From an optimization exercise on the open Yosys and OpenROAD flow, aimed at small area; shortcuts taken in it are not production practice. No activity file was given, so power comes from the tool's default toggle rates.

before:
==> flow/design.v <==
`timescale 1ns / 1ps
module clock_div(
    input clk,
    input rst,
    output tick,
    output m_tick
    );
    reg [9:0] q;
    reg [13:0] r;
    wire q_low0 = (q[8:0] == 9'd0);
    assign m_tick = q_low0 & ~q[9];
    assign tick = ((r & 14'h32ff) == 14'h2298);
    always @(posedge clk, posedge rst)
        if (rst) begin
            q <= 10'd0;
            r <= 14'd1480;
        end else begin
            q <= {q[8:0], q[9] ^ q[6] ^ q_low0};
            r <= {r[12:0], r[13] ^ (~r[3] | r[4]) ^ tick};
        end
endmodule
`timescale 1ns / 1ps
module debounceplz(
    input wire clk,
    input wire reset,
    input wire sw,
    input wire m_tick,
    output reg tog
    );
    reg db;
    reg [1:0] c;
    reg db_q;    
    wire x = sw ^ db;                        
    wire flip = x & m_tick & (c == 2'b10);   
    always @(posedge clk, posedge reset)
        if (reset) begin
            db <= 1'b0;
            c <= 2'b00;
            tog <= 1'b0;
        end else begin
            db <= db ^ flip;
            c[0] <= x & (~c[1] | (c[0] & ~m_tick));
            c[1] <= x & (c[0] ? (c[1] | m_tick) : (c[1] & ~m_tick));
            tog <= tog ^ (db & ~db_q);
        end
    always @(posedge clk)
        db_q <= db;
endmodule
`timescale 1ns / 1ps
module pmod_step_driver(
    input clk,
    input rst,
    input limit,
    input tick,
    input dirT,
    input enT,
    output [3:0] signal
    );
    reg v;
    reg a;
    reg [1:0] ph;
    reg d;
    assign signal = {v & ph[1] & ph[0], v & ph[1] & ~ph[0], v & ~ph[1] & ph[0], v & ~ph[1] & ~ph[0]};
    always @(posedge clk, posedge rst)
        if (rst) begin
            v <= 1'b0;
            a <= 1'b0;
        end else begin
            a <= ~limit & (tick ? enT : a);
            if (tick)
                v <= a;
        end
    always @(posedge clk)
        if (tick) begin
            ph <= v ? (d ? ph + 2'd1 : ph - 2'd1) : 2'd0;
            d <= dirT;
        end
endmodule
`timescale 1ns / 1ps
`timescale 1ns / 1ps
module pmod_step_interface(
    input clk,
    input rst,
    input [3:0] rf_input,
    input [1:0] limit_switches,
    output [3:0] signal_out,
    output [3:0] second_signal,
    output [5:0] LED
    );
    wire step_tick;
    wire db_tick;
    wire [3:0] tog;    
    clock_div clock_Div(
        .clk(clk),
        .rst(rst),
        .tick(step_tick),
        .m_tick(db_tick)
        );
    genvar i;
    generate
        for (i = 0; i < 4; i = i + 1) begin : debounce
            debounceplz db_i(
                .clk(clk),
                .reset(rst),
                .sw(rf_input[i]),
                .m_tick(db_tick),
                .tog(tog[i])
                );
        end
    endgenerate
    pmod_step_driver control(
        .clk(clk),
        .rst(rst),
        .limit(limit_switches[0]),
        .tick(step_tick),
        .dirT(tog[0]),
        .enT(tog[1]),
        .signal(signal_out)
        );
    pmod_step_driver second_control(
        .clk(clk),
        .rst(rst),
        .limit(limit_switches[1]),
        .tick(step_tick),
        .dirT(tog[2]),
        .enT(tog[3]),
        .signal(second_signal)
        );
    assign LED = {1'b0, tog[2], tog[3], 1'b0, tog[0], tog[1]};
endmodule
Settings: LEC_CHECK=0, CAP_MARGIN=20, CORE_MARGIN=2, CORE_UTILIZATION=40, SLEW_MARGIN=20; clock period 10.0 ns.
run.sh (not shown) runs the stock make flow with config.mk's settings and CLKGATE_MAP_FILE= SYNTH_SCRIPT=/design/flow/synth_recipe.tcl, a recipe that flattens the netlist after the stock synthesis.
Here is what was changed in the inputs of after compared with before.
--- a/flow/design.v
+++ b/flow/design.v
@@ -57,24 +57,25 @@
     output [3:0] signal
     );
     reg v;
+    reg [1:0] ph;
     reg a;
-    reg [1:0] ph;
-    reg d;
+    reg d;    
     assign signal = {v & ph[1] & ph[0], v & ph[1] & ~ph[0], v & ~ph[1] & ph[0], v & ~ph[1] & ~ph[0]};
     always @(posedge clk, posedge rst)
         if (rst) begin
             v <= 1'b0;
+            ph <= 2'b00;
             a <= 1'b0;
         end else begin
             a <= ~limit & (tick ? enT : a);
-            if (tick)
+            if (tick) begin
                 v <= a;
+                ph <= v ? (d ? ph + 2'd1 : ph - 2'd1) : 2'd0;
+            end
         end
     always @(posedge clk)
-        if (tick) begin
-            ph <= v ? (d ? ph + 2'd1 : ph - 2'd1) : 2'd0;
+        if (tick)
             d <= dirT;
-        end
 endmodule
 `timescale 1ns / 1ps
 `timescale 1ns / 1ps
## What came out
after: fill cell total of the finished layout about 3% above before
As far as largest stage delay on the critical path is concerned, after and before perform about the same.
Looking at setup slack, after sits 0.049 ns above before.
Relative to before, via count of the first global-routing pass increased by 156 in after.
before -> after: starting DRC count in detailed routing increased by more than 10%
On post-synthesis cell count, the higher figure sits with after, not before.
Per the comparison of after with before, placed instance area rose by 35 um^2, overall power saw a decrease, fmax rose about 1.4%, share of the final layout cell area in multi-input gates higher.
Looking at starting density of the core across after and before, the one that comes out higher is after.
Relative to before, met3 wire length has decreased by 37 um in after.
after: flow completed, timing, DRC and antenna clean
No run of this note included a check of the RTL's function; only the layout flow was run.

## afterwards: timing with drivers on the ports
The results above use ideal ports. As a check the final layouts listed here were re-extracted and re-timed, cells and wires unchanged.
Step 1 sets driving cells, clkbuf_16 on the clock port and buf_2 on the other inputs (assumed; they add their load-dependent delay and slew).
Step 2 also shifts input and output timing later by t, the mid clock arrival at the registers, as if the neighbouring blocks saw the same clock.
a / b / c = ideal / step 1 / step 2; a / b = the first two.
| run | shift t [ns] | setup WS [ns] | hold slack, ns | worst setup path at the end | clock arrival spread, ns |
|---|---|---|---|---|---|
| before | 0.322 | 6.355 / 6.328 / 6.650 | 0.355 / 0.355 / 0.355 | register to output | 0.007 / 0.008 |
| after | 0.314 | 6.404 / 6.379 / 6.693 | 0.370 / 0.370 / 0.370 | register to output | 0.012 / 0.011 |
After both steps setup and hold are still met in every run listed.
